From an optimization exercise on the open Yosys and OpenROAD flow, aimed at small area and a short achievable clock period; shortcuts taken in it are not production practice.
RTL that was checked went through simulation tests only; none was proved equivalent to the original.
Only the layout flow was run in runs 2 and 3; the RTL was not checked for function there.

## flow/design.v (module list and top-level ports; edited modules follow where they fit)
// module PE: 991 lines
module PE#(
    parameter d_width = 32,
    parameter a_width = 8,
    parameter iact_size =  5,
    parameter kernel_size = 3
)
(
    input start,
    input clk, rst_n,
    input [d_width -1 : 0] weight,
    input [d_width -1 : 0] iact,
    output reg load_weight,
    output reg load_iact,
    output reg done,
    output reg [d_width -1 : 0] pe_out
);
  // ...
==> flow/run.sh <==
#!/bin/bash
# synth_recipe.tcl (not shown) runs the flow's synth.tcl, then flattens the netlist and writes it again
# the make line also repeats each setting of config.mk as NAME=value (left out here)
make -C /OpenROAD-flow-scripts/flow DESIGN_CONFIG=/design/flow/config.mk WORK_HOME=/design/flow/orfs CLKGATE_MAP_FILE= SYNTH_SCRIPT=/design/flow/synth_recipe.tcl finish
==> flow/config.mk <==
export PLATFORM = sky130hd
export DESIGN_NAME = PE
export DESIGN_NICKNAME = PE
export VERILOG_FILES = /design/flow/design.v
export SDC_FILE = /design/flow/constraint.sdc
export NUM_CORES = 4
export LEC_CHECK = 0
export CAP_MARGIN = 20
export CORE_MARGIN = 2
export CORE_UTILIZATION = 40
export SLEW_MARGIN = 20
==> flow/constraint.sdc <==
create_clock -name core_clock -period 10.0 [get_ports {clk}]
set_input_delay 2.0000 -clock core_clock [delete_from_list [all_inputs] [get_ports {clk}]]
set_output_delay 2.0000 -clock core_clock [all_outputs]
set_load 0.01 [all_outputs]
==> run_results.csv, run 1 <==
group,metric,value,unit
outcome,status,"timing/DRC/antenna clean",
worst_setup_path,crit_chain,"buf_4, nor2b_1, fa_1, inv_1, fa_1, fa_1, fa_1, inv_1, fa_1",
clock_tree,clock_tree.buffer_depth,3,
sta,rsz0062_at_grt,"false",
routing,routed_wl,65000,um
clock_tree,cts_tree,"done",
routing,drt_iter0_drc,1177,
sta,tns,0,ns
synthesis,synth_nets,2876,
synthesis,yosysUniqueCellTypes,52,
placement,gp_congestion,0.899,
worst_setup_path,cp.required,10.48,ns
worst_setup_path,cp-end-kind,"register",
placement,detailed_place.area,28500,um^2
routing,highest_layer,"met4",
clock_tree,ctsResizeCount,0,
die,die_x,263,um
synthesis,synth_simple_gate_area_frac,0.0617,
synthesis,synthMuxAreaShare,0.0495,
clock_tree,postCtsSetupBuffers,0,
min_path,hold_depth,0,
die,fp.dieH,263,um
grt,met3_usage,0.0319,
finish,multi_input_area_share,0.504,
routing,wl_met1,29100,um
==> run 2, diff against run 1 <==
--- a/flow/design.v
+++ b/flow/design.v
@@ -27,241 +27,250 @@
     reg hold;    
     reg outp;    
     always @(posedge clk or negedge rst_n)
         if (!rst_n) begin
             ld_i <= 1'b0; ld_w <= 1'b0; clr <= 1'b0; tap4 <= 1'b0; hold <= 1'b0; outp <= 1'b0;
         end else begin
             ld_i <= (nc >= 5'd1) && (nc <= 5'd5);
             ld_w <= (nc >= 5'd7) && (nc <= 5'd9);
-            clr  <= (nc == 5'd10) || (nc == 5'd15) || (nc == 5'd19);
+            clr  <= (nc == 5'd9) || (nc == 5'd14) || (nc == 5'd18);
             tap4 <= (nc == 5'd14) || (nc == 5'd18) || (nc == 5'd19) || (nc == 5'd20);
             hold <= (nc == 5'd12);
             outp <= (nc == 5'd14) || (nc == 5'd18) || (nc == 5'd22);
         end
     reg [31:0] r0, r1, r2, r3, r4;
     reg [31:0] w0, w1, w2;
     reg [31:0] a;           
+    reg [15:0] an;          
     always @(posedge clk) begin
         r0 <= r1; r1 <= r2; r2 <= r3; r3 <= r4; r4 <= ld_i ? iact : r0;
         w0 <= w1; w1 <= w2; w2 <= ld_w ? weight : w0;
         a <= tap4 ? r0 : r2;
+        an <= ~(tap4 ? r0[15:0] : r2[15:0]);
     end
     wire [32:0] bx = {w1, 1'b0};
     reg [15:0] one, two, neg;
+    reg [7:0] onen, twon, negn;
     integer k;
-    always @(posedge clk)
+    always @(posedge clk) begin
         for (k = 0; k < 16; k = k + 1) begin
             one[k] <= ~hold & (bx[2*k+1] ^ bx[2*k]);
             two[k] <= ~hold & ((bx[2*k+2] & ~bx[2*k+1] & ~bx[2*k]) | (~bx[2*k+2] & bx[2*k+1] & bx[2*k]));
             neg[k] <= ~hold & bx[2*k+2] & ~(bx[2*k+1] & bx[2*k]);
         end
+        for (k = 0; k < 8; k = k + 1) begin
+            onen[k] <= ~(~hold & (bx[2*k+1] ^ bx[2*k]));
+            twon[k] <= ~(~hold & ((bx[2*k+2] & ~bx[2*k+1] & ~bx[2*k]) | (~bx[2*k+2] & bx[2*k+1] & bx[2*k])));
+            negn[k] <= ~(~hold & bx[2*k+2] & ~(bx[2*k+1] & bx[2*k]));
+        end
+    end
     reg [31:0] acc0_s, acc0_c;
-    wire [31:0] f0_s = clr ? 32'd0 : acc0_s;
-    wire [31:0] f0_c = clr ? 32'd0 : acc0_c;
+    wire [31:0] f0_s = acc0_s;
+    wire [31:0] f0_c = acc0_c;
     wire pp0_0 = ((one[0] & a[0]) | (two[0] & 1'b0)) ^ neg[0];
     wire pp0_1 = ((one[0] & a[1]) | (two[0] & a[0])) ^ neg[0];
     wire pp0_2 = ((one[0] & a[2]) | (two[0] & a[1])) ^ neg[0];
     wire pp0_3 = ((one[0] & a[3]) | (two[0] & a[2])) ^ neg[0];
     wire pp0_4 = ((one[0] & a[4]) | (two[0] & a[3])) ^ neg[0];
     wire pp0_5 = ((one[0] & a[5]) | (two[0] & a[4])) ^ neg[0];
     wire pp0_6 = ((one[0] & a[6]) | (two[0] & a[5])) ^ neg[0];
     wire pp0_7 = ((one[0] & a[7]) | (two[0] & a[6])) ^ neg[0];
     wire pp0_8 = ((one[0] & a[8]) | (two[0] & a[7])) ^ neg[0];
     wire pp0_9 = ((one[0] & a[9]) | (two[0] & a[8])) ^ neg[0];
     wire pp0_10 = ((one[0] & a[10]) | (two[0] & a[9])) ^ neg[0];
     wire pp0_11 = ((one[0] & a[11]) | (two[0] & a[10])) ^ neg[0];
     wire pp0_12 = ((one[0] & a[12]) | (two[0] & a[11])) ^ neg[0];
     wire pp0_13 = ((one[0] & a[13]) | (two[0] & a[12])) ^ neg[0];
     wire pp0_14 = ((one[0] & a[14]) | (two[0] & a[13])) ^ neg[0];
     wire pp0_15 = ((one[0] & a[15]) | (two[0] & a[14])) ^ neg[0];
-    wire pp0_16 = ((one[0] & a[16]) | (two[0] & a[15])) ^ neg[0];
-    wire pp0_17 = ((one[0] & a[17]) | (two[0] & a[16])) ^ neg[0];
-    wire pp0_18 = ((one[0] & a[18]) | (two[0] & a[17])) ^ neg[0];
-    wire pp0_19 = ((one[0] & a[19]) | (two[0] & a[18])) ^ neg[0];
-    wire pp0_20 = ((one[0] & a[20]) | (two[0] & a[19])) ^ neg[0];
-    wire pp0_21 = ((one[0] & a[21]) | (two[0] & a[20])) ^ neg[0];
-    wire pp0_22 = ((one[0] & a[22]) | (two[0] & a[21])) ^ neg[0];
-    wire pp0_23 = ((one[0] & a[23]) | (two[0] & a[22])) ^ neg[0];
-    wire pp0_24 = ((one[0] & a[24]) | (two[0] & a[23])) ^ neg[0];
-    wire pp0_25 = ((one[0] & a[25]) | (two[0] & a[24])) ^ neg[0];
-    wire pp0_26 = ((one[0] & a[26]) | (two[0] & a[25])) ^ neg[0];
-    wire pp0_27 = ((one[0] & a[27]) | (two[0] & a[26])) ^ neg[0];
-    wire pp0_28 = ((one[0] & a[28]) | (two[0] & a[27])) ^ neg[0];
-    wire pp0_29 = ((one[0] & a[29]) | (two[0] & a[28])) ^ neg[0];
-    wire pp0_30 = ((one[0] & a[30]) | (two[0] & a[29])) ^ neg[0];
-    wire pp0_31 = ((one[0] & a[31]) | (two[0] & a[30])) ^ neg[0];
+    wire pp0_16 = ((~onen[0] & a[16]) | (~twon[0] & a[15])) ^ ~negn[0];
+    wire pp0_17 = ((~onen[0] & a[17]) | (~twon[0] & a[16])) ^ ~negn[0];
+    wire pp0_18 = ((~onen[0] & a[18]) | (~twon[0] & a[17])) ^ ~negn[0];
+    wire pp0_19 = ((~onen[0] & a[19]) | (~twon[0] & a[18])) ^ ~negn[0];
+    wire pp0_20 = ((~onen[0] & a[20]) | (~twon[0] & a[19])) ^ ~negn[0];
+    wire pp0_21 = ((~onen[0] & a[21]) | (~twon[0] & a[20])) ^ ~negn[0];
+    wire pp0_22 = ((~onen[0] & a[22]) | (~twon[0] & a[21])) ^ ~negn[0];
+    wire pp0_23 = ((~onen[0] & a[23]) | (~twon[0] & a[22])) ^ ~negn[0];
+    wire pp0_24 = ((~onen[0] & a[24]) | (~twon[0] & a[23])) ^ ~negn[0];
+    wire pp0_25 = ((~onen[0] & a[25]) | (~twon[0] & a[24])) ^ ~negn[0];
+    wire pp0_26 = ((~onen[0] & a[26]) | (~twon[0] & a[25])) ^ ~negn[0];
+    wire pp0_27 = ((~onen[0] & a[27]) | (~twon[0] & a[26])) ^ ~negn[0];
+    wire pp0_28 = ((~onen[0] & a[28]) | (~twon[0] & a[27])) ^ ~negn[0];
+    wire pp0_29 = ((~onen[0] & a[29]) | (~twon[0] & a[28])) ^ ~negn[0];
+    wire pp0_30 = ((~onen[0] & a[30]) | (~twon[0] & a[29])) ^ ~negn[0];
+    wire pp0_31 = ((~onen[0] & a[31]) | (~twon[0] & a[30])) ^ ~negn[0];
     wire pp1_2 = ((one[1] & a[0]) | (two[1] & 1'b0)) ^ neg[1];
     wire pp1_3 = ((one[1] & a[1]) | (two[1] & a[0])) ^ neg[1];
     wire pp1_4 = ((one[1] & a[2]) | (two[1] & a[1])) ^ neg[1];
     wire pp1_5 = ((one[1] & a[3]) | (two[1] & a[2])) ^ neg[1];
     wire pp1_6 = ((one[1] & a[4]) | (two[1] & a[3])) ^ neg[1];
     wire pp1_7 = ((one[1] & a[5]) | (two[1] & a[4])) ^ neg[1];
     wire pp1_8 = ((one[1] & a[6]) | (two[1] & a[5])) ^ neg[1];
     wire pp1_9 = ((one[1] & a[7]) | (two[1] & a[6])) ^ neg[1];
     wire pp1_10 = ((one[1] & a[8]) | (two[1] & a[7])) ^ neg[1];
     wire pp1_11 = ((one[1] & a[9]) | (two[1] & a[8])) ^ neg[1];
     wire pp1_12 = ((one[1] & a[10]) | (two[1] & a[9])) ^ neg[1];
     wire pp1_13 = ((one[1] & a[11]) | (two[1] & a[10])) ^ neg[1];
     wire pp1_14 = ((one[1] & a[12]) | (two[1] & a[11])) ^ neg[1];
     wire pp1_15 = ((one[1] & a[13]) | (two[1] & a[12])) ^ neg[1];
     wire pp1_16 = ((one[1] & a[14]) | (two[1] & a[13])) ^ neg[1];
-    wire pp1_17 = ((one[1] & a[15]) | (two[1] & a[14])) ^ neg[1];
-    wire pp1_18 = ((one[1] & a[16]) | (two[1] & a[15])) ^ neg[1];
-    wire pp1_19 = ((one[1] & a[17]) | (two[1] & a[16])) ^ neg[1];
-    wire pp1_20 = ((one[1] & a[18]) | (two[1] & a[17])) ^ neg[1];
-    wire pp1_21 = ((one[1] & a[19]) | (two[1] & a[18])) ^ neg[1];
-    wire pp1_22 = ((one[1] & a[20]) | (two[1] & a[19])) ^ neg[1];
-    wire pp1_23 = ((one[1] & a[21]) | (two[1] & a[20])) ^ neg[1];
-    wire pp1_24 = ((one[1] & a[22]) | (two[1] & a[21])) ^ neg[1];
-    wire pp1_25 = ((one[1] & a[23]) | (two[1] & a[22])) ^ neg[1];
-    wire pp1_26 = ((one[1] & a[24]) | (two[1] & a[23])) ^ neg[1];
-    wire pp1_27 = ((one[1] & a[25]) | (two[1] & a[24])) ^ neg[1];
-    wire pp1_28 = ((one[1] & a[26]) | (two[1] & a[25])) ^ neg[1];
-    wire pp1_29 = ((one[1] & a[27]) | (two[1] & a[26])) ^ neg[1];
-    wire pp1_30 = ((one[1] & a[28]) | (two[1] & a[27])) ^ neg[1];
-    wire pp1_31 = ((one[1] & a[29]) | (two[1] & a[28])) ^ neg[1];
+    wire pp1_17 = ((~onen[1] & a[15]) | (~twon[1] & a[14])) ^ ~negn[1];
+    wire pp1_18 = ((~onen[1] & a[16]) | (~twon[1] & a[15])) ^ ~negn[1];
+    wire pp1_19 = ((~onen[1] & a[17]) | (~twon[1] & a[16])) ^ ~negn[1];
+    wire pp1_20 = ((~onen[1] & a[18]) | (~twon[1] & a[17])) ^ ~negn[1];
+    wire pp1_21 = ((~onen[1] & a[19]) | (~twon[1] & a[18])) ^ ~negn[1];
+    wire pp1_22 = ((~onen[1] & a[20]) | (~twon[1] & a[19])) ^ ~negn[1];
+    wire pp1_23 = ((~onen[1] & a[21]) | (~twon[1] & a[20])) ^ ~negn[1];
+    wire pp1_24 = ((~onen[1] & a[22]) | (~twon[1] & a[21])) ^ ~negn[1];
+    wire pp1_25 = ((~onen[1] & a[23]) | (~twon[1] & a[22])) ^ ~negn[1];
+    wire pp1_26 = ((~onen[1] & a[24]) | (~twon[1] & a[23])) ^ ~negn[1];
+    wire pp1_27 = ((~onen[1] & a[25]) | (~twon[1] & a[24])) ^ ~negn[1];
+    wire pp1_28 = ((~onen[1] & a[26]) | (~twon[1] & a[25])) ^ ~negn[1];
+    wire pp1_29 = ((~onen[1] & a[27]) | (~twon[1] & a[26])) ^ ~negn[1];
+    wire pp1_30 = ((~onen[1] & a[28]) | (~twon[1] & a[27])) ^ ~negn[1];
+    wire pp1_31 = ((~onen[1] & a[29]) | (~twon[1] & a[28])) ^ ~negn[1];
     wire pp2_4 = ((one[2] & a[0]) | (two[2] & 1'b0)) ^ neg[2];
     wire pp2_5 = ((one[2] & a[1]) | (two[2] & a[0])) ^ neg[2];
     wire pp2_6 = ((one[2] & a[2]) | (two[2] & a[1])) ^ neg[2];
     wire pp2_7 = ((one[2] & a[3]) | (two[2] & a[2])) ^ neg[2];
     wire pp2_8 = ((one[2] & a[4]) | (two[2] & a[3])) ^ neg[2];
     wire pp2_9 = ((one[2] & a[5]) | (two[2] & a[4])) ^ neg[2];
     wire pp2_10 = ((one[2] & a[6]) | (two[2] & a[5])) ^ neg[2];
     wire pp2_11 = ((one[2] & a[7]) | (two[2] & a[6])) ^ neg[2];
     wire pp2_12 = ((one[2] & a[8]) | (two[2] & a[7])) ^ neg[2];
     wire pp2_13 = ((one[2] & a[9]) | (two[2] & a[8])) ^ neg[2];
     wire pp2_14 = ((one[2] & a[10]) | (two[2] & a[9])) ^ neg[2];
     wire pp2_15 = ((one[2] & a[11]) | (two[2] & a[10])) ^ neg[2];
     wire pp2_16 = ((one[2] & a[12]) | (two[2] & a[11])) ^ neg[2];
     wire pp2_17 = ((one[2] & a[13]) | (two[2] & a[12])) ^ neg[2];
-    wire pp2_18 = ((one[2] & a[14]) | (two[2] & a[13])) ^ neg[2];
-    wire pp2_19 = ((one[2] & a[15]) | (two[2] & a[14])) ^ neg[2];
-    wire pp2_20 = ((one[2] & a[16]) | (two[2] & a[15])) ^ neg[2];
-    wire pp2_21 = ((one[2] & a[17]) | (two[2] & a[16])) ^ neg[2];
-    wire pp2_22 = ((one[2] & a[18]) | (two[2] & a[17])) ^ neg[2];
-    wire pp2_23 = ((one[2] & a[19]) | (two[2] & a[18])) ^ neg[2];
-    wire pp2_24 = ((one[2] & a[20]) | (two[2] & a[19])) ^ neg[2];
-    wire pp2_25 = ((one[2] & a[21]) | (two[2] & a[20])) ^ neg[2];
-    wire pp2_26 = ((one[2] & a[22]) | (two[2] & a[21])) ^ neg[2];
-    wire pp2_27 = ((one[2] & a[23]) | (two[2] & a[22])) ^ neg[2];
-    wire pp2_28 = ((one[2] & a[24]) | (two[2] & a[23])) ^ neg[2];
-    wire pp2_29 = ((one[2] & a[25]) | (two[2] & a[24])) ^ neg[2];
-    wire pp2_30 = ((one[2] & a[26]) | (two[2] & a[25])) ^ neg[2];
-    wire pp2_31 = ((one[2] & a[27]) | (two[2] & a[26])) ^ neg[2];
+    wire pp2_18 = ((~onen[2] & a[14]) | (~twon[2] & a[13])) ^ ~negn[2];
+    wire pp2_19 = ((~onen[2] & a[15]) | (~twon[2] & a[14])) ^ ~negn[2];
+    wire pp2_20 = ((~onen[2] & a[16]) | (~twon[2] & a[15])) ^ ~negn[2];
+    wire pp2_21 = ((~onen[2] & a[17]) | (~twon[2] & a[16])) ^ ~negn[2];
+    wire pp2_22 = ((~onen[2] & a[18]) | (~twon[2] & a[17])) ^ ~negn[2];
+    wire pp2_23 = ((~onen[2] & a[19]) | (~twon[2] & a[18])) ^ ~negn[2];
+    wire pp2_24 = ((~onen[2] & a[20]) | (~twon[2] & a[19])) ^ ~negn[2];
+    wire pp2_25 = ((~onen[2] & a[21]) | (~twon[2] & a[20])) ^ ~negn[2];
+    wire pp2_26 = ((~onen[2] & a[22]) | (~twon[2] & a[21])) ^ ~negn[2];
+    wire pp2_27 = ((~onen[2] & a[23]) | (~twon[2] & a[22])) ^ ~negn[2];
+    wire pp2_28 = ((~onen[2] & a[24]) | (~twon[2] & a[23])) ^ ~negn[2];
+    wire pp2_29 = ((~onen[2] & a[25]) | (~twon[2] & a[24])) ^ ~negn[2];
+    wire pp2_30 = ((~onen[2] & a[26]) | (~twon[2] & a[25])) ^ ~negn[2];
+    wire pp2_31 = ((~onen[2] & a[27]) | (~twon[2] & a[26])) ^ ~negn[2];
     wire pp3_6 = ((one[3] & a[0]) | (two[3] & 1'b0)) ^ neg[3];
     wire pp3_7 = ((one[3] & a[1]) | (two[3] & a[0])) ^ neg[3];
     wire pp3_8 = ((one[3] & a[2]) | (two[3] & a[1])) ^ neg[3];
     wire pp3_9 = ((one[3] & a[3]) | (two[3] & a[2])) ^ neg[3];
     wire pp3_10 = ((one[3] & a[4]) | (two[3] & a[3])) ^ neg[3];
     wire pp3_11 = ((one[3] & a[5]) | (two[3] & a[4])) ^ neg[3];
     wire pp3_12 = ((one[3] & a[6]) | (two[3] & a[5])) ^ neg[3];
     wire pp3_13 = ((one[3] & a[7]) | (two[3] & a[6])) ^ neg[3];
     wire pp3_14 = ((one[3] & a[8]) | (two[3] & a[7])) ^ neg[3];
     wire pp3_15 = ((one[3] & a[9]) | (two[3] & a[8])) ^ neg[3];
     wire pp3_16 = ((one[3] & a[10]) | (two[3] & a[9])) ^ neg[3];
     wire pp3_17 = ((one[3] & a[11]) | (two[3] & a[10])) ^ neg[3];
     wire pp3_18 = ((one[3] & a[12]) | (two[3] & a[11])) ^ neg[3];
-    wire pp3_19 = ((one[3] & a[13]) | (two[3] & a[12])) ^ neg[3];
-    wire pp3_20 = ((one[3] & a[14]) | (two[3] & a[13])) ^ neg[3];
-    wire pp3_21 = ((one[3] & a[15]) | (two[3] & a[14])) ^ neg[3];
-    wire pp3_22 = ((one[3] & a[16]) | (two[3] & a[15])) ^ neg[3];
-    wire pp3_23 = ((one[3] & a[17]) | (two[3] & a[16])) ^ neg[3];
-    wire pp3_24 = ((one[3] & a[18]) | (two[3] & a[17])) ^ neg[3];
-    wire pp3_25 = ((one[3] & a[19]) | (two[3] & a[18])) ^ neg[3];
-    wire pp3_26 = ((one[3] & a[20]) | (two[3] & a[19])) ^ neg[3];
-    wire pp3_27 = ((one[3] & a[21]) | (two[3] & a[20])) ^ neg[3];
-    wire pp3_28 = ((one[3] & a[22]) | (two[3] & a[21])) ^ neg[3];
-    wire pp3_29 = ((one[3] & a[23]) | (two[3] & a[22])) ^ neg[3];
-    wire pp3_30 = ((one[3] & a[24]) | (two[3] & a[23])) ^ neg[3];
-    wire pp3_31 = ((one[3] & a[25]) | (two[3] & a[24])) ^ neg[3];
+    wire pp3_19 = ((~onen[3] & a[13]) | (~twon[3] & a[12])) ^ ~negn[3];
+    wire pp3_20 = ((~onen[3] & a[14]) | (~twon[3] & a[13])) ^ ~negn[3];
+    wire pp3_21 = ((~onen[3] & a[15]) | (~twon[3] & a[14])) ^ ~negn[3];
+    wire pp3_22 = ((~onen[3] & a[16]) | (~twon[3] & a[15])) ^ ~negn[3];
+    wire pp3_23 = ((~onen[3] & a[17]) | (~twon[3] & a[16])) ^ ~negn[3];
+    wire pp3_24 = ((~onen[3] & a[18]) | (~twon[3] & a[17])) ^ ~negn[3];
+    wire pp3_25 = ((~onen[3] & a[19]) | (~twon[3] & a[18])) ^ ~negn[3];
+    wire pp3_26 = ((~onen[3] & a[20]) | (~twon[3] & a[19])) ^ ~negn[3];
+    wire pp3_27 = ((~onen[3] & a[21]) | (~twon[3] & a[20])) ^ ~negn[3];
+    wire pp3_28 = ((~onen[3] & a[22]) | (~twon[3] & a[21])) ^ ~negn[3];
+    wire pp3_29 = ((~onen[3] & a[23]) | (~twon[3] & a[22])) ^ ~negn[3];
+    wire pp3_30 = ((~onen[3] & a[24]) | (~twon[3] & a[23])) ^ ~negn[3];
+    wire pp3_31 = ((~onen[3] & a[25]) | (~twon[3] & a[24])) ^ ~negn[3];
     wire pp4_8 = ((one[4] & a[0]) | (two[4] & 1'b0)) ^ neg[4];
     wire pp4_9 = ((one[4] & a[1]) | (two[4] & a[0])) ^ neg[4];
     wire pp4_10 = ((one[4] & a[2]) | (two[4] & a[1])) ^ neg[4];
     wire pp4_11 = ((one[4] & a[3]) | (two[4] & a[2])) ^ neg[4];
     wire pp4_12 = ((one[4] & a[4]) | (two[4] & a[3])) ^ neg[4];
     wire pp4_13 = ((one[4] & a[5]) | (two[4] & a[4])) ^ neg[4];
     wire pp4_14 = ((one[4] & a[6]) | (two[4] & a[5])) ^ neg[4];
     wire pp4_15 = ((one[4] & a[7]) | (two[4] & a[6])) ^ neg[4];
     wire pp4_16 = ((one[4] & a[8]) | (two[4] & a[7])) ^ neg[4];
     wire pp4_17 = ((one[4] & a[9]) | (two[4] & a[8])) ^ neg[4];
     wire pp4_18 = ((one[4] & a[10]) | (two[4] & a[9])) ^ neg[4];
     wire pp4_19 = ((one[4] & a[11]) | (two[4] & a[10])) ^ neg[4];
-    wire pp4_20 = ((one[4] & a[12]) | (two[4] & a[11])) ^ neg[4];
-    wire pp4_21 = ((one[4] & a[13]) | (two[4] & a[12])) ^ neg[4];
-    wire pp4_22 = ((one[4] & a[14]) | (two[4] & a[13])) ^ neg[4];
-    wire pp4_23 = ((one[4] & a[15]) | (two[4] & a[14])) ^ neg[4];
-    wire pp4_24 = ((one[4] & a[16]) | (two[4] & a[15])) ^ neg[4];
-    wire pp4_25 = ((one[4] & a[17]) | (two[4] & a[16])) ^ neg[4];
-    wire pp4_26 = ((one[4] & a[18]) | (two[4] & a[17])) ^ neg[4];
-    wire pp4_27 = ((one[4] & a[19]) | (two[4] & a[18])) ^ neg[4];
-    wire pp4_28 = ((one[4] & a[20]) | (two[4] & a[19])) ^ neg[4];
-    wire pp4_29 = ((one[4] & a[21]) | (two[4] & a[20])) ^ neg[4];
-    wire pp4_30 = ((one[4] & a[22]) | (two[4] & a[21])) ^ neg[4];
-    wire pp4_31 = ((one[4] & a[23]) | (two[4] & a[22])) ^ neg[4];
+    wire pp4_20 = ((~onen[4] & a[12]) | (~twon[4] & a[11])) ^ ~negn[4];
+    wire pp4_21 = ((~onen[4] & a[13]) | (~twon[4] & a[12])) ^ ~negn[4];
+    wire pp4_22 = ((~onen[4] & a[14]) | (~twon[4] & a[13])) ^ ~negn[4];
+    wire pp4_23 = ((~onen[4] & a[15]) | (~twon[4] & a[14])) ^ ~negn[4];
+    wire pp4_24 = ((~onen[4] & a[16]) | (~twon[4] & a[15])) ^ ~negn[4];
+    wire pp4_25 = ((~onen[4] & a[17]) | (~twon[4] & a[16])) ^ ~negn[4];
+    wire pp4_26 = ((~onen[4] & a[18]) | (~twon[4] & a[17])) ^ ~negn[4];
+    wire pp4_27 = ((~onen[4] & a[19]) | (~twon[4] & a[18])) ^ ~negn[4];
+    wire pp4_28 = ((~onen[4] & a[20]) | (~twon[4] & a[19])) ^ ~negn[4];
+    wire pp4_29 = ((~onen[4] & a[21]) | (~twon[4] & a[20])) ^ ~negn[4];
+    wire pp4_30 = ((~onen[4] & a[22]) | (~twon[4] & a[21])) ^ ~negn[4];
+    wire pp4_31 = ((~onen[4] & a[23]) | (~twon[4] & a[22])) ^ ~negn[4];
     wire pp5_10 = ((one[5] & a[0]) | (two[5] & 1'b0)) ^ neg[5];
     wire pp5_11 = ((one[5] & a[1]) | (two[5] & a[0])) ^ neg[5];
     wire pp5_12 = ((one[5] & a[2]) | (two[5] & a[1])) ^ neg[5];
     wire pp5_13 = ((one[5] & a[3]) | (two[5] & a[2])) ^ neg[5];
     wire pp5_14 = ((one[5] & a[4]) | (two[5] & a[3])) ^ neg[5];
     wire pp5_15 = ((one[5] & a[5]) | (two[5] & a[4])) ^ neg[5];
     wire pp5_16 = ((one[5] & a[6]) | (two[5] & a[5])) ^ neg[5];
     wire pp5_17 = ((one[5] & a[7]) | (two[5] & a[6])) ^ neg[5];
     wire pp5_18 = ((one[5] & a[8]) | (two[5] & a[7])) ^ neg[5];
     wire pp5_19 = ((one[5] & a[9]) | (two[5] & a[8])) ^ neg[5];
     wire pp5_20 = ((one[5] & a[10]) | (two[5] & a[9])) ^ neg[5];
-    wire pp5_21 = ((one[5] & a[11]) | (two[5] & a[10])) ^ neg[5];
-    wire pp5_22 = ((one[5] & a[12]) | (two[5] & a[11])) ^ neg[5];
-    wire pp5_23 = ((one[5] & a[13]) | (two[5] & a[12])) ^ neg[5];
-    wire pp5_24 = ((one[5] & a[14]) | (two[5] & a[13])) ^ neg[5];
-    wire pp5_25 = ((one[5] & a[15]) | (two[5] & a[14])) ^ neg[5];
-    wire pp5_26 = ((one[5] & a[16]) | (two[5] & a[15])) ^ neg[5];
-    wire pp5_27 = ((one[5] & a[17]) | (two[5] & a[16])) ^ neg[5];
-    wire pp5_28 = ((one[5] & a[18]) | (two[5] & a[17])) ^ neg[5];
-    wire pp5_29 = ((one[5] & a[19]) | (two[5] & a[18])) ^ neg[5];
-    wire pp5_30 = ((one[5] & a[20]) | (two[5] & a[19])) ^ neg[5];
-    wire pp5_31 = ((one[5] & a[21]) | (two[5] & a[20])) ^ neg[5];
+    wire pp5_21 = ((~onen[5] & a[11]) | (~twon[5] & a[10])) ^ ~negn[5];
+    wire pp5_22 = ((~onen[5] & a[12]) | (~twon[5] & a[11])) ^ ~negn[5];
+    wire pp5_23 = ((~onen[5] & a[13]) | (~twon[5] & a[12])) ^ ~negn[5];
+    wire pp5_24 = ((~onen[5] & a[14]) | (~twon[5] & a[13])) ^ ~negn[5];
+    wire pp5_25 = ((~onen[5] & a[15]) | (~twon[5] & a[14])) ^ ~negn[5];
+    wire pp5_26 = ((~onen[5] & a[16]) | (~twon[5] & a[15])) ^ ~negn[5];
+    wire pp5_27 = ((~onen[5] & a[17]) | (~twon[5] & a[16])) ^ ~negn[5];
+    wire pp5_28 = ((~onen[5] & a[18]) | (~twon[5] & a[17])) ^ ~negn[5];
+    wire pp5_29 = ((~onen[5] & a[19]) | (~twon[5] & a[18])) ^ ~negn[5];
+    wire pp5_30 = ((~onen[5] & a[20]) | (~twon[5] & a[19])) ^ ~negn[5];
+    wire pp5_31 = ((~onen[5] & a[21]) | (~twon[5] & a[20])) ^ ~negn[5];
     wire pp6_12 = ((one[6] & a[0]) | (two[6] & 1'b0)) ^ neg[6];
     wire pp6_13 = ((one[6] & a[1]) | (two[6] & a[0])) ^ neg[6];
     wire pp6_14 = ((one[6] & a[2]) | (two[6] & a[1])) ^ neg[6];
     wire pp6_15 = ((one[6] & a[3]) | (two[6] & a[2])) ^ neg[6];
     wire pp6_16 = ((one[6] & a[4]) | (two[6] & a[3])) ^ neg[6];
     wire pp6_17 = ((one[6] & a[5]) | (two[6] & a[4])) ^ neg[6];
     wire pp6_18 = ((one[6] & a[6]) | (two[6] & a[5])) ^ neg[6];
     wire pp6_19 = ((one[6] & a[7]) | (two[6] & a[6])) ^ neg[6];
     wire pp6_20 = ((one[6] & a[8]) | (two[6] & a[7])) ^ neg[6];
     wire pp6_21 = ((one[6] & a[9]) | (two[6] & a[8])) ^ neg[6];
-    wire pp6_22 = ((one[6] & a[10]) | (two[6] & a[9])) ^ neg[6];
-    wire pp6_23 = ((one[6] & a[11]) | (two[6] & a[10])) ^ neg[6];
-    wire pp6_24 = ((one[6] & a[12]) | (two[6] & a[11])) ^ neg[6];
-    wire pp6_25 = ((one[6] & a[13]) | (two[6] & a[12])) ^ neg[6];
-    wire pp6_26 = ((one[6] & a[14]) | (two[6] & a[13])) ^ neg[6];
-    wire pp6_27 = ((one[6] & a[15]) | (two[6] & a[14])) ^ neg[6];
-    wire pp6_28 = ((one[6] & a[16]) | (two[6] & a[15])) ^ neg[6];
-    wire pp6_29 = ((one[6] & a[17]) | (two[6] & a[16])) ^ neg[6];
-    wire pp6_30 = ((one[6] & a[18]) | (two[6] & a[17])) ^ neg[6];
-    wire pp6_31 = ((one[6] & a[19]) | (two[6] & a[18])) ^ neg[6];
+    wire pp6_22 = ((~onen[6] & a[10]) | (~twon[6] & a[9])) ^ ~negn[6];
+    wire pp6_23 = ((~onen[6] & a[11]) | (~twon[6] & a[10])) ^ ~negn[6];
+    wire pp6_24 = ((~onen[6] & a[12]) | (~twon[6] & a[11])) ^ ~negn[6];
+    wire pp6_25 = ((~onen[6] & a[13]) | (~twon[6] & a[12])) ^ ~negn[6];
+    wire pp6_26 = ((~onen[6] & a[14]) | (~twon[6] & a[13])) ^ ~negn[6];
+    wire pp6_27 = ((~onen[6] & a[15]) | (~twon[6] & a[14])) ^ ~negn[6];
+    wire pp6_28 = ((~onen[6] & a[16]) | (~twon[6] & a[15])) ^ ~negn[6];
+    wire pp6_29 = ((~onen[6] & a[17]) | (~twon[6] & a[16])) ^ ~negn[6];
+    wire pp6_30 = ((~onen[6] & a[18]) | (~twon[6] & a[17])) ^ ~negn[6];
+    wire pp6_31 = ((~onen[6] & a[19]) | (~twon[6] & a[18])) ^ ~negn[6];
     wire pp7_14 = ((one[7] & a[0]) | (two[7] & 1'b0)) ^ neg[7];
     wire pp7_15 = ((one[7] & a[1]) | (two[7] & a[0])) ^ neg[7];
     wire pp7_16 = ((one[7] & a[2]) | (two[7] & a[1])) ^ neg[7];
     wire pp7_17 = ((one[7] & a[3]) | (two[7] & a[2])) ^ neg[7];
     wire pp7_18 = ((one[7] & a[4]) | (two[7] & a[3])) ^ neg[7];
     wire pp7_19 = ((one[7] & a[5]) | (two[7] & a[4])) ^ neg[7];
     wire pp7_20 = ((one[7] & a[6]) | (two[7] & a[5])) ^ neg[7];
     wire pp7_21 = ((one[7] & a[7]) | (two[7] & a[6])) ^ neg[7];
     wire pp7_22 = ((one[7] & a[8]) | (two[7] & a[7])) ^ neg[7];
-    wire pp7_23 = ((one[7] & a[9]) | (two[7] & a[8])) ^ neg[7];
-    wire pp7_24 = ((one[7] & a[10]) | (two[7] & a[9])) ^ neg[7];
-    wire pp7_25 = ((one[7] & a[11]) | (two[7] & a[10])) ^ neg[7];
-    wire pp7_26 = ((one[7] & a[12]) | (two[7] & a[11])) ^ neg[7];
-    wire pp7_27 = ((one[7] & a[13]) | (two[7] & a[12])) ^ neg[7];
-    wire pp7_28 = ((one[7] & a[14]) | (two[7] & a[13])) ^ neg[7];
-    wire pp7_29 = ((one[7] & a[15]) | (two[7] & a[14])) ^ neg[7];
-    wire pp7_30 = ((one[7] & a[16]) | (two[7] & a[15])) ^ neg[7];
-    wire pp7_31 = ((one[7] & a[17]) | (two[7] & a[16])) ^ neg[7];
+    wire pp7_23 = ((~onen[7] & a[9]) | (~twon[7] & a[8])) ^ ~negn[7];
+    wire pp7_24 = ((~onen[7] & a[10]) | (~twon[7] & a[9])) ^ ~negn[7];
+    wire pp7_25 = ((~onen[7] & a[11]) | (~twon[7] & a[10])) ^ ~negn[7];
+    wire pp7_26 = ((~onen[7] & a[12]) | (~twon[7] & a[11])) ^ ~negn[7];
+    wire pp7_27 = ((~onen[7] & a[13]) | (~twon[7] & a[12])) ^ ~negn[7];
+    wire pp7_28 = ((~onen[7] & a[14]) | (~twon[7] & a[13])) ^ ~negn[7];
+    wire pp7_29 = ((~onen[7] & a[15]) | (~twon[7] & a[14])) ^ ~negn[7];
+    wire pp7_30 = ((~onen[7] & a[16]) | (~twon[7] & a[15])) ^ ~negn[7];
+    wire pp7_31 = ((~onen[7] & a[17]) | (~twon[7] & a[16])) ^ ~negn[7];
     wire s1 = f0_s[0] ^ neg[0] ^ pp0_0;
     wire c2 = (f0_s[0] & neg[0]) | (f0_s[0] & pp0_0) | (neg[0] & pp0_0);
     wire s3 = f0_s[1] ^ f0_c[1] ^ pp0_1;
     wire c4 = (f0_s[1] & f0_c[1]) | (f0_s[1] & pp0_1) | (f0_c[1] & pp0_1);
     wire s5 = f0_s[2] ^ f0_c[2] ^ neg[1];
     wire c6 = (f0_s[2] & f0_c[2]) | (f0_s[2] & neg[1]) | (f0_c[2] & neg[1]);
     wire s7 = pp0_2 ^ pp1_2 ^ s5;
     wire c8 = (pp0_2 & pp1_2) | (pp0_2 & s5) | (pp1_2 & s5);
@@ -717,92 +726,95 @@
     assign n0_s[28] = c336;
     assign n0_c[28] = s351;
     assign n0_s[29] = c352;
     assign n0_c[29] = s367;
     assign n0_s[30] = c368;
     assign n0_c[30] = s383;
     assign n0_s[31] = x400;
     assign n0_c[31] = c384;
-    always @(posedge clk) begin acc0_s <= n0_s; acc0_c <= n0_c; end
+    always @(posedge clk) begin
+        acc0_s <= clr ? 32'd0 : n0_s;
+        acc0_c <= clr ? 32'd0 : n0_c;
+    end
     reg [31:16] acc1_s, acc1_c;
-    wire [31:16] f1_s = clr ? 16'd0 : acc1_s;
-    wire [31:16] f1_c = clr ? 16'd0 : acc1_c;
-    wire pp8_16 = ((one[8] & a[0]) | (two[8] & 1'b0)) ^ neg[8];
-    wire pp8_17 = ((one[8] & a[1]) | (two[8] & a[0])) ^ neg[8];
-    wire pp8_18 = ((one[8] & a[2]) | (two[8] & a[1])) ^ neg[8];
-    wire pp8_19 = ((one[8] & a[3]) | (two[8] & a[2])) ^ neg[8];
-    wire pp8_20 = ((one[8] & a[4]) | (two[8] & a[3])) ^ neg[8];
-    wire pp8_21 = ((one[8] & a[5]) | (two[8] & a[4])) ^ neg[8];
-    wire pp8_22 = ((one[8] & a[6]) | (two[8] & a[5])) ^ neg[8];
-    wire pp8_23 = ((one[8] & a[7]) | (two[8] & a[6])) ^ neg[8];
-    wire pp8_24 = ((one[8] & a[8]) | (two[8] & a[7])) ^ neg[8];
-    wire pp8_25 = ((one[8] & a[9]) | (two[8] & a[8])) ^ neg[8];
-    wire pp8_26 = ((one[8] & a[10]) | (two[8] & a[9])) ^ neg[8];
-    wire pp8_27 = ((one[8] & a[11]) | (two[8] & a[10])) ^ neg[8];
-    wire pp8_28 = ((one[8] & a[12]) | (two[8] & a[11])) ^ neg[8];
-    wire pp8_29 = ((one[8] & a[13]) | (two[8] & a[12])) ^ neg[8];
-    wire pp8_30 = ((one[8] & a[14]) | (two[8] & a[13])) ^ neg[8];
-    wire pp8_31 = ((one[8] & a[15]) | (two[8] & a[14])) ^ neg[8];
-    wire pp9_18 = ((one[9] & a[0]) | (two[9] & 1'b0)) ^ neg[9];
-    wire pp9_19 = ((one[9] & a[1]) | (two[9] & a[0])) ^ neg[9];
-    wire pp9_20 = ((one[9] & a[2]) | (two[9] & a[1])) ^ neg[9];
-    wire pp9_21 = ((one[9] & a[3]) | (two[9] & a[2])) ^ neg[9];
-    wire pp9_22 = ((one[9] & a[4]) | (two[9] & a[3])) ^ neg[9];
-    wire pp9_23 = ((one[9] & a[5]) | (two[9] & a[4])) ^ neg[9];
-    wire pp9_24 = ((one[9] & a[6]) | (two[9] & a[5])) ^ neg[9];
-    wire pp9_25 = ((one[9] & a[7]) | (two[9] & a[6])) ^ neg[9];
-    wire pp9_26 = ((one[9] & a[8]) | (two[9] & a[7])) ^ neg[9];
-    wire pp9_27 = ((one[9] & a[9]) | (two[9] & a[8])) ^ neg[9];
-    wire pp9_28 = ((one[9] & a[10]) | (two[9] & a[9])) ^ neg[9];
-    wire pp9_29 = ((one[9] & a[11]) | (two[9] & a[10])) ^ neg[9];
-    wire pp9_30 = ((one[9] & a[12]) | (two[9] & a[11])) ^ neg[9];
-    wire pp9_31 = ((one[9] & a[13]) | (two[9] & a[12])) ^ neg[9];
-    wire pp10_20 = ((one[10] & a[0]) | (two[10] & 1'b0)) ^ neg[10];
-    wire pp10_21 = ((one[10] & a[1]) | (two[10] & a[0])) ^ neg[10];
-    wire pp10_22 = ((one[10] & a[2]) | (two[10] & a[1])) ^ neg[10];
-    wire pp10_23 = ((one[10] & a[3]) | (two[10] & a[2])) ^ neg[10];
-    wire pp10_24 = ((one[10] & a[4]) | (two[10] & a[3])) ^ neg[10];
-    wire pp10_25 = ((one[10] & a[5]) | (two[10] & a[4])) ^ neg[10];
-    wire pp10_26 = ((one[10] & a[6]) | (two[10] & a[5])) ^ neg[10];
-    wire pp10_27 = ((one[10] & a[7]) | (two[10] & a[6])) ^ neg[10];
-    wire pp10_28 = ((one[10] & a[8]) | (two[10] & a[7])) ^ neg[10];
-    wire pp10_29 = ((one[10] & a[9]) | (two[10] & a[8])) ^ neg[10];
-    wire pp10_30 = ((one[10] & a[10]) | (two[10] & a[9])) ^ neg[10];
-    wire pp10_31 = ((one[10] & a[11]) | (two[10] & a[10])) ^ neg[10];
-    wire pp11_22 = ((one[11] & a[0]) | (two[11] & 1'b0)) ^ neg[11];
-    wire pp11_23 = ((one[11] & a[1]) | (two[11] & a[0])) ^ neg[11];
-    wire pp11_24 = ((one[11] & a[2]) | (two[11] & a[1])) ^ neg[11];
-    wire pp11_25 = ((one[11] & a[3]) | (two[11] & a[2])) ^ neg[11];
-    wire pp11_26 = ((one[11] & a[4]) | (two[11] & a[3])) ^ neg[11];
-    wire pp11_27 = ((one[11] & a[5]) | (two[11] & a[4])) ^ neg[11];
-    wire pp11_28 = ((one[11] & a[6]) | (two[11] & a[5])) ^ neg[11];
-    wire pp11_29 = ((one[11] & a[7]) | (two[11] & a[6])) ^ neg[11];
-    wire pp11_30 = ((one[11] & a[8]) | (two[11] & a[7])) ^ neg[11];
-    wire pp11_31 = ((one[11] & a[9]) | (two[11] & a[8])) ^ neg[11];
-    wire pp12_24 = ((one[12] & a[0]) | (two[12] & 1'b0)) ^ neg[12];
-    wire pp12_25 = ((one[12] & a[1]) | (two[12] & a[0])) ^ neg[12];
-    wire pp12_26 = ((one[12] & a[2]) | (two[12] & a[1])) ^ neg[12];
-    wire pp12_27 = ((one[12] & a[3]) | (two[12] & a[2])) ^ neg[12];
-    wire pp12_28 = ((one[12] & a[4]) | (two[12] & a[3])) ^ neg[12];
-    wire pp12_29 = ((one[12] & a[5]) | (two[12] & a[4])) ^ neg[12];
-    wire pp12_30 = ((one[12] & a[6]) | (two[12] & a[5])) ^ neg[12];
-    wire pp12_31 = ((one[12] & a[7]) | (two[12] & a[6])) ^ neg[12];
-    wire pp13_26 = ((one[13] & a[0]) | (two[13] & 1'b0)) ^ neg[13];
-    wire pp13_27 = ((one[13] & a[1]) | (two[13] & a[0])) ^ neg[13];
-    wire pp13_28 = ((one[13] & a[2]) | (two[13] & a[1])) ^ neg[13];
-    wire pp13_29 = ((one[13] & a[3]) | (two[13] & a[2])) ^ neg[13];
-    wire pp13_30 = ((one[13] & a[4]) | (two[13] & a[3])) ^ neg[13];
-    wire pp13_31 = ((one[13] & a[5]) | (two[13] & a[4])) ^ neg[13];
-    wire pp14_28 = ((one[14] & a[0]) | (two[14] & 1'b0)) ^ neg[14];
-    wire pp14_29 = ((one[14] & a[1]) | (two[14] & a[0])) ^ neg[14];
-    wire pp14_30 = ((one[14] & a[2]) | (two[14] & a[1])) ^ neg[14];
-    wire pp14_31 = ((one[14] & a[3]) | (two[14] & a[2])) ^ neg[14];
-    wire pp15_30 = ((one[15] & a[0]) | (two[15] & 1'b0)) ^ neg[15];
-    wire pp15_31 = ((one[15] & a[1]) | (two[15] & a[0])) ^ neg[15];
+    wire [31:16] f1_s = acc1_s;
+    wire [31:16] f1_c = acc1_c;
+    wire pp8_16 = ((one[8] & ~an[0]) | (two[8] & 1'b0)) ^ neg[8];
+    wire pp8_17 = ((one[8] & ~an[1]) | (two[8] & ~an[0])) ^ neg[8];
+    wire pp8_18 = ((one[8] & ~an[2]) | (two[8] & ~an[1])) ^ neg[8];
+    wire pp8_19 = ((one[8] & ~an[3]) | (two[8] & ~an[2])) ^ neg[8];
+    wire pp8_20 = ((one[8] & ~an[4]) | (two[8] & ~an[3])) ^ neg[8];
+    wire pp8_21 = ((one[8] & ~an[5]) | (two[8] & ~an[4])) ^ neg[8];
+    wire pp8_22 = ((one[8] & ~an[6]) | (two[8] & ~an[5])) ^ neg[8];
+    wire pp8_23 = ((one[8] & ~an[7]) | (two[8] & ~an[6])) ^ neg[8];
+    wire pp8_24 = ((one[8] & ~an[8]) | (two[8] & ~an[7])) ^ neg[8];
+    wire pp8_25 = ((one[8] & ~an[9]) | (two[8] & ~an[8])) ^ neg[8];
+    wire pp8_26 = ((one[8] & ~an[10]) | (two[8] & ~an[9])) ^ neg[8];
+    wire pp8_27 = ((one[8] & ~an[11]) | (two[8] & ~an[10])) ^ neg[8];
+    wire pp8_28 = ((one[8] & ~an[12]) | (two[8] & ~an[11])) ^ neg[8];
+    wire pp8_29 = ((one[8] & ~an[13]) | (two[8] & ~an[12])) ^ neg[8];
+    wire pp8_30 = ((one[8] & ~an[14]) | (two[8] & ~an[13])) ^ neg[8];
+    wire pp8_31 = ((one[8] & ~an[15]) | (two[8] & ~an[14])) ^ neg[8];
+    wire pp9_18 = ((one[9] & ~an[0]) | (two[9] & 1'b0)) ^ neg[9];
+    wire pp9_19 = ((one[9] & ~an[1]) | (two[9] & ~an[0])) ^ neg[9];
+    wire pp9_20 = ((one[9] & ~an[2]) | (two[9] & ~an[1])) ^ neg[9];
+    wire pp9_21 = ((one[9] & ~an[3]) | (two[9] & ~an[2])) ^ neg[9];
+    wire pp9_22 = ((one[9] & ~an[4]) | (two[9] & ~an[3])) ^ neg[9];
+    wire pp9_23 = ((one[9] & ~an[5]) | (two[9] & ~an[4])) ^ neg[9];
+    wire pp9_24 = ((one[9] & ~an[6]) | (two[9] & ~an[5])) ^ neg[9];
+    wire pp9_25 = ((one[9] & ~an[7]) | (two[9] & ~an[6])) ^ neg[9];
+    wire pp9_26 = ((one[9] & ~an[8]) | (two[9] & ~an[7])) ^ neg[9];
+    wire pp9_27 = ((one[9] & ~an[9]) | (two[9] & ~an[8])) ^ neg[9];
+    wire pp9_28 = ((one[9] & ~an[10]) | (two[9] & ~an[9])) ^ neg[9];
+    wire pp9_29 = ((one[9] & ~an[11]) | (two[9] & ~an[10])) ^ neg[9];
+    wire pp9_30 = ((one[9] & ~an[12]) | (two[9] & ~an[11])) ^ neg[9];
+    wire pp9_31 = ((one[9] & ~an[13]) | (two[9] & ~an[12])) ^ neg[9];
+    wire pp10_20 = ((one[10] & ~an[0]) | (two[10] & 1'b0)) ^ neg[10];
+    wire pp10_21 = ((one[10] & ~an[1]) | (two[10] & ~an[0])) ^ neg[10];
+    wire pp10_22 = ((one[10] & ~an[2]) | (two[10] & ~an[1])) ^ neg[10];
+    wire pp10_23 = ((one[10] & ~an[3]) | (two[10] & ~an[2])) ^ neg[10];
+    wire pp10_24 = ((one[10] & ~an[4]) | (two[10] & ~an[3])) ^ neg[10];
+    wire pp10_25 = ((one[10] & ~an[5]) | (two[10] & ~an[4])) ^ neg[10];
+    wire pp10_26 = ((one[10] & ~an[6]) | (two[10] & ~an[5])) ^ neg[10];
+    wire pp10_27 = ((one[10] & ~an[7]) | (two[10] & ~an[6])) ^ neg[10];
+    wire pp10_28 = ((one[10] & ~an[8]) | (two[10] & ~an[7])) ^ neg[10];
+    wire pp10_29 = ((one[10] & ~an[9]) | (two[10] & ~an[8])) ^ neg[10];
+    wire pp10_30 = ((one[10] & ~an[10]) | (two[10] & ~an[9])) ^ neg[10];
+    wire pp10_31 = ((one[10] & ~an[11]) | (two[10] & ~an[10])) ^ neg[10];
+    wire pp11_22 = ((one[11] & ~an[0]) | (two[11] & 1'b0)) ^ neg[11];
+    wire pp11_23 = ((one[11] & ~an[1]) | (two[11] & ~an[0])) ^ neg[11];
+    wire pp11_24 = ((one[11] & ~an[2]) | (two[11] & ~an[1])) ^ neg[11];
+    wire pp11_25 = ((one[11] & ~an[3]) | (two[11] & ~an[2])) ^ neg[11];
+    wire pp11_26 = ((one[11] & ~an[4]) | (two[11] & ~an[3])) ^ neg[11];
+    wire pp11_27 = ((one[11] & ~an[5]) | (two[11] & ~an[4])) ^ neg[11];
+    wire pp11_28 = ((one[11] & ~an[6]) | (two[11] & ~an[5])) ^ neg[11];
+    wire pp11_29 = ((one[11] & ~an[7]) | (two[11] & ~an[6])) ^ neg[11];
+    wire pp11_30 = ((one[11] & ~an[8]) | (two[11] & ~an[7])) ^ neg[11];
+    wire pp11_31 = ((one[11] & ~an[9]) | (two[11] & ~an[8])) ^ neg[11];
+    wire pp12_24 = ((one[12] & ~an[0]) | (two[12] & 1'b0)) ^ neg[12];
+    wire pp12_25 = ((one[12] & ~an[1]) | (two[12] & ~an[0])) ^ neg[12];
+    wire pp12_26 = ((one[12] & ~an[2]) | (two[12] & ~an[1])) ^ neg[12];
+    wire pp12_27 = ((one[12] & ~an[3]) | (two[12] & ~an[2])) ^ neg[12];
+    wire pp12_28 = ((one[12] & ~an[4]) | (two[12] & ~an[3])) ^ neg[12];
+    wire pp12_29 = ((one[12] & ~an[5]) | (two[12] & ~an[4])) ^ neg[12];
+    wire pp12_30 = ((one[12] & ~an[6]) | (two[12] & ~an[5])) ^ neg[12];
+    wire pp12_31 = ((one[12] & ~an[7]) | (two[12] & ~an[6])) ^ neg[12];
+    wire pp13_26 = ((one[13] & ~an[0]) | (two[13] & 1'b0)) ^ neg[13];
+    wire pp13_27 = ((one[13] & ~an[1]) | (two[13] & ~an[0])) ^ neg[13];
+    wire pp13_28 = ((one[13] & ~an[2]) | (two[13] & ~an[1])) ^ neg[13];
+    wire pp13_29 = ((one[13] & ~an[3]) | (two[13] & ~an[2])) ^ neg[13];
+    wire pp13_30 = ((one[13] & ~an[4]) | (two[13] & ~an[3])) ^ neg[13];
+    wire pp13_31 = ((one[13] & ~an[5]) | (two[13] & ~an[4])) ^ neg[13];
+    wire pp14_28 = ((one[14] & ~an[0]) | (two[14] & 1'b0)) ^ neg[14];
+    wire pp14_29 = ((one[14] & ~an[1]) | (two[14] & ~an[0])) ^ neg[14];
+    wire pp14_30 = ((one[14] & ~an[2]) | (two[14] & ~an[1])) ^ neg[14];
+    wire pp14_31 = ((one[14] & ~an[3]) | (two[14] & ~an[2])) ^ neg[14];
+    wire pp15_30 = ((one[15] & ~an[0]) | (two[15] & 1'b0)) ^ neg[15];
+    wire pp15_31 = ((one[15] & ~an[1]) | (two[15] & ~an[0])) ^ neg[15];
     wire s401 = f1_s[16] ^ neg[8] ^ pp8_16;
     wire c402 = (f1_s[16] & neg[8]) | (f1_s[16] & pp8_16) | (neg[8] & pp8_16);
     wire s403 = f1_s[17] ^ f1_c[17] ^ pp8_17;
     wire c404 = (f1_s[17] & f1_c[17]) | (f1_s[17] & pp8_17) | (f1_c[17] & pp8_17);
     wire s405 = f1_s[18] ^ f1_c[18] ^ neg[9];
     wire c406 = (f1_s[18] & f1_c[18]) | (f1_s[18] & neg[9]) | (f1_c[18] & neg[9]);
     wire s407 = pp8_18 ^ pp9_18 ^ s405;
     wire c408 = (pp8_18 & pp9_18) | (pp8_18 & s405) | (pp9_18 & s405);
@@ -970,17 +982,20 @@
     assign n1_s[28] = c484;
     assign n1_c[28] = s497;
     assign n1_s[29] = c498;
     assign n1_c[29] = s511;
     assign n1_s[30] = c512;
     assign n1_c[30] = s527;
     assign n1_s[31] = x544;
     assign n1_c[31] = c528;
-    always @(posedge clk) begin acc1_s <= n1_s; acc1_c <= n1_c; end
+    always @(posedge clk) begin
+        acc1_s <= clr ? 16'd0 : n1_s;
+        acc1_c <= clr ? 16'd0 : n1_c;
+    end
     wire [31:0] sum = acc0_s + acc0_c + {acc1_s, 16'd0} + {acc1_c, 16'd0};
     always @(posedge clk or negedge rst_n)
         if (!rst_n) begin
             load_iact <= 1'b0; load_weight <= 1'b0; done <= 1'b0; pe_out <= 32'd0;
         end else if (cnt == 5'd0) begin
             load_iact <= 1'b0; load_weight <= 1'b0; done <= 1'b0; pe_out <= 32'd0;
         end else begin
             if (cnt == 5'd6) load_iact <= 1'b1;
==> flow/config.mk (replaced) <==
export PLATFORM = sky130hd
export DESIGN_NAME = PE
export DESIGN_NICKNAME = PE
export VERILOG_FILES = /design/flow/design.v
export SDC_FILE = /design/flow/constraint.sdc
export NUM_CORES = 4
export LEC_CHECK = 0
export CAP_MARGIN = 20
export CORE_MARGIN = 2
export CORE_UTILIZATION = 60
export CTS_BUF_LIST = sky130_fd_sc_hd__clkbuf_16
export CTS_CLUSTER_DIAMETER = 60
export CTS_CLUSTER_SIZE = 30
export SLEW_MARGIN = 20
==> run_results.csv, run 2 <==
group,metric,value,unit
clock_tree,clkTransAtPathRegs,0.11,ns
grt,grt_pass1_vias,17800,
synthesis,synthesis.area,27600,um^2
grt,overflow,0,
worst_setup_path,crit_top_cell,"fa_1",
die,fp.dieH,219,um
routing,wl_met1,27800,um
worst_setup_path,crit_chain,"a22oi_1, xor2_1, fa_1, fa_1, inv_1, fa_1, inv_1, fa_1, inv_1, fa_1, nor2b_1",
placement,detailed_place.area,28900,um^2
worst_setup_path,slowest_delay,0.81,ns
worst_setup_path,cp.required,10.44,ns
sta,drv_slew,0,
synthesis,seq_area_frac_synth,0.382,
synthesis,avgSynthCellArea,10.8,um^2
worst_setup_path,cp-start-kind,"register",
finish,design_area,30200,um^2
synthesis,synth_common_cells,"dfxtp_1 (470), inv_1 (390), fa_1 (284)",
sta,rsz0062_at_grt,"false",
routing,drtAntennaViolNets,0,
sta,setup_violations,0,
synthesis,yosysTopAreaCell,"dfxtp_1",
sta,hold_violations,0,
finish,layout_common_cells,"dfxtp_1 (470), inv_1 (392), fa_1 (284)",
finish,area_growth_syn_to_layout,9.21,%
worst_setup_path,cp-end-kind,"register",
clock_tree,htree_levels,2,
routing,drt-pass1-iter-count,6,
placement,gp_congestion,0.902,
routing,drt_iter0_drc,1289,
sta,post-route-period-util,0.382,
synthesis,ys.flop_type,"dfxtp_1",
synthesis,synth_seq_cells,516,
synthesis,synth_top_area_frac,0.340,
sta,tns,0,ns
worst_setup_path,cpMaxStageDelayCell,"dfxtp_1",
synthesis,synth_nets,2981,
clock_tree,cts_tree,"done",
die,dieArea,47800,um^2
routing,post_drt_wl_per_cell,19.4,um
die,io_pins,102,
clock_tree,clock_tree.buffer_depth,3,
synthesis,yosysUniqueCellTypes,64,
sta,clock.fmax,262,MHz
clock_tree,postCtsHoldBufs,0,
worst_setup_path,path_class,"register to register",
routing,routed_wl,61500,um
run,maxCapViolCount,0,
grt,track_usage,0.266,
synthesis,postSynthCellCount,2554,
routing,wl_met2,28400,um
die,fp.coreArea,45500,um^2
clock_tree,cts.sinks,516,
synthesis,synth.area.top_cells,"dfxtp_1 (34%), fa_1 (21%), xnor2_1 (5.7%), inv_1 (5.3%), xor2_1 (4.8%)",
finish,layout_commonest_cell,"dfxtp_1",
routing,highest_layer,"met4",
worst_setup_path,path_max_fanout,16,
grt,grt_pass1_wl,98400,um
outcome,status,"timing/DRC/antenna clean",
synthesis,synth_most_common_cell,"dfxtp_1",
synthesis,ys_warn_count,1,
placement,dpl.hpwl,47800,um
sta,slew_headroom,0.277,
clock_tree,numCtsBuffers,37,
routing,met3_wirelength,2850,um
die,die_x,219,um
die,row_count,78,
grt,grt_max_degree,67,
worst_setup_path,worstPathArrival,4.25,ns
clock_tree,clock_latency,0.60,ns
clock_tree,root_buffer,"clkbuf_16",
routing,num_vias,17300,
min_path,hp-class,"register to register",
synthesis,synthArstFlopShare,0.0891,
sta,skew,0.0361,ns
sta,worstMarginPinSlew,1.08,ns
routing,drc_errors,0,
routing,vias_per_cell,5.46,
sta,period_needed,3.82,ns
die,start_util,0.608,
finish,final_net_count,2975,
clock_tree,postCtsSetupBuffers,0,
placement,io_buffers,101,
finish,diodes,0,
grt,antenna_found_initial,0,
clock_tree,ctsResizeCount,0,
finish,drive_gt1_frac,0.0715,
synthesis,synth_edf_count,0,
## run 2: cell types whose count changed in the layout (fill, tap and decap cells not counted), sizes merged, moves of 9 or more
cell and delta:
inv +106, mux2i +18, nand2 -9, clkbuf -26
a22oi -165, mux2 -19, nand2b -51, a21o +15
o22ai +163, a21oi -10, nor2b +62, buf -27
dfxtp +40, xor2 -13
## run 2: metrics by stage
stage	std cells	utilization	hold slack, ns	worst slack, ns
global placement	3109	0.634	0.310	6.25
CTS	3175	0.664	0.327	6.17
floorplan	2554	-	0.310	6.35
global route	3175	0.664	0.324	5.93
detailed placement	3109	0.634	0.312	6.18
finish	3175	0.664	0.321	6.18
## run 2: worst max-delay path, delay by kind of cell, from the launching register on
family / cells / cell delay [ns]
AND/OR/NAND/NOR: 1 / 0.14
AO/OA/AOI/OAI: 1 / 0.17
adder cells (fa/ha/maj): 5 / 2.13
buffers and inverters: 3 / 0.20
XOR/XNOR: 1 / 0.20
flip-flops: 1 / 0.81
## run 2: cell families (layout without fill, tap and decap cells)
| kind of cell | count (synthesis) | count (layout) | share of synthesized area |
|---|---|---|---|
| simple gates | 306 | 306 | 0.0607 |
| flops | 516 | 516 | 0.382 |
| compound gates | 373 | 373 | 0.0903 |
| xor+xnor | 329 | 329 | 0.104 |
| fa+ha+maj | 360 | 360 | 0.240 |
| buf+inv | 551 | 572 | 0.0761 |
| mux | 119 | 119 | 0.0467 |
## run 2: layout make-up
cell class,instances,area [um^2]
fill,3686,15300
sequential,516,10600
tap,600,751
multi-input combinational,1487,15000
clock buffer,38,951
timing repair buffer,109,1070
inverter,397,1490
clock inverter,28,388
## run 2: path summary, 6_finish.rpt
check	cells after the start	start	to	slack [ns]
setup / recovery	11	a[8]	acc0_c[17]	6.18
hold / removal	0	r3[2]	r2[2]	0.32
setup reg to reg	11	a[8]	acc0_c[17]	6.18
hold reg to reg	0	r3[2]	r2[2]	0.32
max in group asynchronous	1	rst_n	outp	8.16
min in group asynchronous	1	rst_n	load_weight	1.43
## run 2: per-layer routing
| metal | up-vias | track usage |
|---|---|---|
| met2 | 509 | 0.420 |
| met1 | 8590 | 0.377 |
| met3 | 119 | 0.0320 |
| met4 | 0 | 0.102 |
| met5 | - | 0 |
| li1 | 8128 | - |
==> run 3, diff against run 2 <==
--- a/flow/config.mk
+++ b/flow/config.mk
@@ -9,6 +9,3 @@
 export CORE_MARGIN = 2
 export CORE_UTILIZATION = 60
-export CTS_BUF_LIST = sky130_fd_sc_hd__clkbuf_16
-export CTS_CLUSTER_DIAMETER = 60
-export CTS_CLUSTER_SIZE = 30
 export SLEW_MARGIN = 20
==> run_results.csv, run 3 <==
group,metric,value,unit
min_path,hp-class,"register to register",
clock_tree,htree_levels,2,
clock_tree,numCtsBuffers,52,
routing,num_vias,17400,
synthesis,seq_area_frac_synth,0.382,
routing,drc_errors,0,
worst_setup_path,cp.required,10.47,ns
synthesis,synthArstFlopShare,0.0891,
sta,period_needed,3.81,ns
die,die_x,219,um
sta,clock.fmax,262,MHz
placement,gp_congestion,0.902,
worst_setup_path,path_max_fanout,16,
sta,post-route-period-util,0.381,
grt,grt_pass1_wl,100000,um
synthesis,avgSynthCellArea,10.8,um^2
synthesis,synth_edf_count,0,
routing,routed_wl,62700,um
routing,post_drt_wl_per_cell,19.6,um
run,maxCapViolCount,0,
die,start_util,0.608,
clock_tree,root_buffer,"clkbuf_16",
routing,vias_per_cell,5.45,
die,io_pins,102,
finish,layout_commonest_cell,"dfxtp_1",
synthesis,synth_most_common_cell,"dfxtp_1",
clock_tree,postCtsHoldBufs,0,
synthesis,synth_common_cells,"dfxtp_1 (470), inv_1 (390), fa_1 (284)",
grt,antenna_found_initial,0,
clock_tree,clkTransAtPathRegs,0.07,ns
finish,area_growth_syn_to_layout,10.7,%
synthesis,yosysUniqueCellTypes,64,
synthesis,synthesis.area,27600,um^2
sta,slew_headroom,0.276,
clock_tree,clock_latency,0.61,ns
clock_tree,cts_tree,"done",
worst_setup_path,path_class,"register to register",
sta,setup_violations,0,
clock_tree,postCtsSetupBuffers,0,
sta,rsz0062_at_grt,"false",
sta,drv_slew,0,
die,fp.dieH,219,um
synthesis,synth.area.top_cells,"dfxtp_1 (34%), fa_1 (21%), xnor2_1 (5.7%), inv_1 (5.3%), xor2_1 (4.8%)",
clock_tree,ctsResizeCount,0,
worst_setup_path,crit_top_cell,"fa_1",
grt,grt_max_degree,67,
worst_setup_path,cp-start-kind,"register",
finish,drive_gt1_frac,0.0785,
die,fp.coreArea,45500,um^2
sta,tns,0,ns
synthesis,synth_seq_cells,516,
synthesis,ys.flop_type,"dfxtp_1",
sta,worstMarginPinSlew,1.08,ns
placement,io_buffers,101,
min_path,hp-start,"r3[2]",
grt,overflow,0,
sta,hold_violations,0,
finish,diodes,0,
grt,track_usage,0.271,
worst_setup_path,cpMaxStageDelayCell,"dfxtp_1",
routing,drt-pass1-iter-count,6,
finish,final_net_count,2990,
die,dieArea,47800,um^2
finish,layout_common_cells,"dfxtp_1 (470), inv_1 (390), fa_1 (284)",
synthesis,ys_warn_count,1,
grt,grt_pass1_vias,18100,
synthesis,postSynthCellCount,2554,
routing,drtAntennaViolNets,0,
min_path,hold_path_end,"r2[2]",
worst_setup_path,slowest_delay,1.00,ns
finish,n_fill_cell,3626,
clock_tree,clock_tree.buffer_depth,3,
finish,final_core_util,0.673,
worst_setup_path,worstPathArrival,4.28,ns
min_path,hold_depth,0,
worst_setup_path,cp-end-kind,"register",
sta,skew,0.0180,ns
synthesis,synth_top_area_frac,0.340,
routing,drt_iter0_drc,1416,
synthesis,synth_nets,2981,
die,row_count,78,
placement,dpl.hpwl,47800,um
clock_tree,cts.sinks,516,
worst_setup_path,timing.reg2reg.setup_slack,6.19,ns
worst_setup_path,reg2regPathDepth,10,
synthesis,yosysTopAreaCell,"dfxtp_1",
worst_setup_path,r2r-start,"neg[1]",
worst_setup_path,crit_chain,"xor2_1, fa_1, fa_1, inv_1, fa_1, inv_1, fa_1, inv_1, fa_1, nor2b_1",
outcome,status,"timing/DRC/antenna clean",
worst_setup_path,reg2reg_to,"acc0_c[17]",
run 3: routing by layer:
metal	share of wire	wire, um	track usage
met1	0.45	28200	0.379
met2	0.47	29400	0.433
met3	0.049	3080	0.0381
met4	0.032	2000	0.0917
met5	0	0	0
run 3: final cells by class:
cell class	count	area, um^2	share of cell area
Tap cell	600	751	0.0245
Sequential cell	516	10600	0.345
Inverter	397	1490	0.0487
Multi-Input combinational cell	1487	15000	0.490
Clock buffer	65	1430	0.0467
Timing Repair Buffer	109	1070	0.0349
Clock inverter	26	310	0.0101
run 3: through the flow:
| step | cell area [um^2] | hold WS, ns | worst slack (ns) | std cells |
|---|---|---|---|---|
| global placement | 28900 | 0.310 | 6.25 | 3109 |
| finish | 30600 | 0.320 | 6.19 | 3200 |
| CTS | 30600 | 0.315 | 6.17 | 3200 |
| floorplan | 27600 | 0.310 | 6.35 | 2554 |
| detailed placement | 28900 | 0.312 | 6.18 | 3109 |
| global route | 30600 | 0.320 | 5.94 | 3200 |
run 3: cell families after synthesis:
kind of cell             Yosys count  share of synthesized area
adder cells (fa/ha/maj)          360                      0.240
XOR/XNOR                         329                      0.104
buffers and inverters            551                     0.0761
flip-flops                       516                      0.382
multiplexers                     119                     0.0467
AND/OR/NAND/NOR                  306                     0.0607
AO/OA/AOI/OAI                    373                     0.0903
run 3: how the worst max path moves through the flow:
| stage | from | endpoint | slack (ns) | cells past startpoint |
|---|---|---|---|---|
| CTS | neg[0] | acc0_c[17] | 6.17 | 10 |
| global route | a[12] | acc0_c[21] | 5.94 | 12 |
| global placement | a[12] | acc0_c[21] | 6.25 | 12 |
| detailed placement | neg[0] | acc0_c[17] | 6.18 | 10 |
| floorplan | negn[0] | acc0_c[18] | 6.35 | 12 |
| finish | neg[1] | acc0_c[17] | 6.19 | 10 |
run 3: worst max-delay path, delay by kind of cell, from the launching register on:
kind          cells  cell delay, ns
fa+ha+maj         5            2.07
flops             1            1.00
xor+xnor          1            0.26
buf+inv           3            0.20
simple gates      1            0.14

-- static timing again, ports no longer ideal --
In the flow no input, the clock included, has a driving cell. The finished layouts below were timed again as built, in two steps. Step 1 sets driving cells, clkbuf_16 on the clock port and buf_2 on the other inputs (assumed; they add their load-dependent delay and slew). Step 2, shift: input delay + t, output delay - t, t = (earliest + latest rising clock arrival at the registers) / 2. This alone moves slack from input paths to output paths. a / b / c = ideal / step 1 / step 2; a / b = the first two.
run	shift t [ns]	slack for setup (ns)	latest minus earliest clock arrival (ns)	worst slew at a driven data input, ns
run 1	0.659	5.787 / 5.787 / 5.787	0.049 / 0.048	0.04
run 2	0.632	6.185 / 6.185 / 6.185	0.041 / 0.040	0.06
run 3	0.656	6.185 / 6.185 / 6.185	0.020 / 0.020	0.06
After both steps every run listed still meets setup and hold.
